From an optimization exercise on the open Yosys and OpenROAD flow, aimed at small area; shortcuts taken in it are not production practice.
Function was checked by simulation only, so behaviour that the tests miss may differ from the original.
Power figures rest on the tool's default switching activity, not on a simulated workload.

==> run Y: inputs <==
## duf_decoder
module duf_decoder (
    input clk,
    input reset,
    input [2:0] stage,
    input [17:0] is_error_syndromes,
    output [107:0] roots,
    output [17:0] is_odd_clusters,
    output [17:0] is_odd_cardinalities,
    output [17:0] is_touching_boundaries,
    output has_message_flying
);
clock: 12.0 ns
lec_check: 0
cap_margin: 20
core_margin: 2
core_utilization: 45
slew_margin: 20
standard.sh (not shown) runs the stock make flow with config.mk's settings and CLKGATE_MAP_FILE= SYNTH_SCRIPT=/design/flow/synth_recipe.tcl, a recipe that flattens the netlist after the stock synthesis.
==> flow/flow/run.sh <==
#!/bin/bash
# Own layout flow: the standard ORFS flow (standard.sh) with these changes:
#  - synthesis is synth_recipe.tcl unchanged except that ABC maps with flow/area.abc
#    (an area-oriented mapping) instead of ORFS's script; registers are untouched;
#  - CTS uses clkbuf_8 with larger sink clusters and no dummy loads (the clock tree
#    stays balanced: every register is reached through the same number of buffers);
#  - the port buffers that the standard flow inserts on every input and output are buf_1.
# Each tool's output goes to its own log under orfs/logs/ (ORFS), and make's to orfs_make.log.
set -euo pipefail
W=$(pwd)
cat > "$W/own_synth.tcl" <<EOT
proc abc {args} {
  set i [lsearch -exact \$args -script]
  if {\$i >= 0} { lset args [expr {\$i + 1}] {$W/flow/area.abc} }
  yosys abc {*}\$args
}
source {$W/synth_recipe.tcl}
EOT
CTS="-sink_clustering_enable -repair_clock_nets -dont_use_dummy_load -buf_list sky130_fd_sc_hd__clkbuf_8 -sink_clustering_size 16 -sink_clustering_max_diameter 60"
PORTS="-inputs -outputs -buffer_cell sky130_fd_sc_hd__buf_1"
bash standard.sh "SYNTH_SCRIPT=$W/own_synth.tcl" "CTS_ARGS=$CTS" "BUFFER_PORTS_ARGS=$PORTS" finish > "$W/orfs_make.log" 2>&1
==> flow/flow/area.abc <==
strash; &get -n; &dch; &nf -R 1000; &put; topo; dnsize -c
==> run A: changes against run Y <==
--- a/flow/design.v
+++ b/flow/design.v
@@ -61,23 +61,24 @@
     output [107:0] roots,
     output [17:0] is_odd_clusters,
     output [17:0] is_odd_cardinalities,
     output [17:0] is_touching_boundaries,
     output has_message_flying
 );
-reg s_spread, s_grow, s_sync, s_load;
+reg [2:0] st;
 reg spread_d, last_sync, last_grow;
 always @(posedge clk) begin
-    s_spread <= !reset && stage == 3'd1;
-    s_grow <= !reset && stage == 3'd2;
-    s_sync <= !reset && stage == 3'd3;
-    s_load <= !reset && stage == 3'd4;
-    spread_d <= !reset && s_spread;
-    last_sync <= !reset && s_sync;
-    last_grow <= !reset && s_grow;
+    st <= reset ? 3'd0 : stage;
+    spread_d <= !reset && st == 3'd1;
+    last_sync <= !reset && st == 3'd3;
+    last_grow <= !reset && st == 3'd2;
 end
+wire s_spread = st == 3'd1;
+wire s_grow = st == 3'd2;
+wire s_sync = st == 3'd3;
+wire s_load = st == 3'd4;
 wire clr = reset | s_load;
 reg [4:0] p0_or, p0_ur, p0_l;
 reg p0_e, p0_oc, p0_tb, p0_ocd, p0_sv, p0_g, p0_uv;
 reg [1:0] p0_bi;
 reg [6:0] p0_sm;
 wire p0_uov, p0_inc;
==> comparison <==
Run A produced a clean layout. Run Y passed the timing, design-rule and antenna checks.
Against run Y, the non-clock buffer count of run A is lower by 7.
Against run Y, the clock-buffer cell count of run A is lower by 2.
Clock skew: run A is lower than run Y (0.043 ns).
Utilization: run A is higher than run Y (0.052 points).
In run A the final area is higher than in run Y, by 0.20%.
Against run A, the fmax of run Y is larger by about 1.4%.
Of run A and run Y, run A has the higher critical path depth (gap 3).
Between run A and run Y, the lower worst setup slack is in run A (gap 0.13 ns).
==> figures <==
| item | run Y | run A |
|---|---|---|
| Sequential standard cell area | 48,000 um^2 | 48,000 um^2 |
| Met1 demand-to-capacity share in global routing | 47.8% | 48.1% |
| Wire length reported by the detailed router | 409 mm | 412 mm |
| Total power | 11.7 mW | 12.1 mW |
| Area growth syn-to-layout | 8.23% | 8.15% |
| Die ar. | 216,000 um^2 | 217,000 um^2 |
| Measured slew at the worst slew-check pin | 1.38 ns | 1.26 ns |
| Met2 Usage GRT | 54.4% | 53.9% |
| Area fraction of the dominant cell type after synthesis | 33.9% | 33.8% |
| Antenna cell count | 19 | 27 |
| Clock Skews | 0.132 ns | 0.0894 ns |
| Gate count after technology mapping | 10,900 | 11,000 |
| Multi-input gate share of the layout cell area | 44.2% | 44.4% |
| Final cell count without fillers | 14,200 | 14,300 |
| Largest net degree at the start of global routing | 161 | 124 |
| Outcome | complete, no violations | complete, no violations |
| GRT met3 Usage | 9.68% | 9.23% |
| Arrival time at the worst endpoint | 10.30 ns | 10.43 ns |

port drivers added, routing unchanged:
How much do the figures lean on ideal ports? The routed layouts below were timed once more, with nothing changed but the port constraints.
Step 1 assumes that a clkbuf_16 drives the clock port and a buf_2 every other input.
Step 2 moves the port delays by t, midway between the first and last clock arrival at a register: inputs arrive t later, outputs are due t later. That takes back most of the time a late clock gives input paths.
Three values: ideal ports, drivers, drivers and shift; two values: the first two.
run | t, ns | setup slack, ns | worst hold slack (ns) | worst setup path after step 2
run Y | 1.056 | 2.503 / 2.503 / 2.503 | 0.385 / 0.385 / 0.385 | register to register
run A | 1.083 | 2.374 / 2.374 / 2.374 | 0.404 / 0.404 / 0.404 | register to register
After both steps every run listed still meets setup and hold.
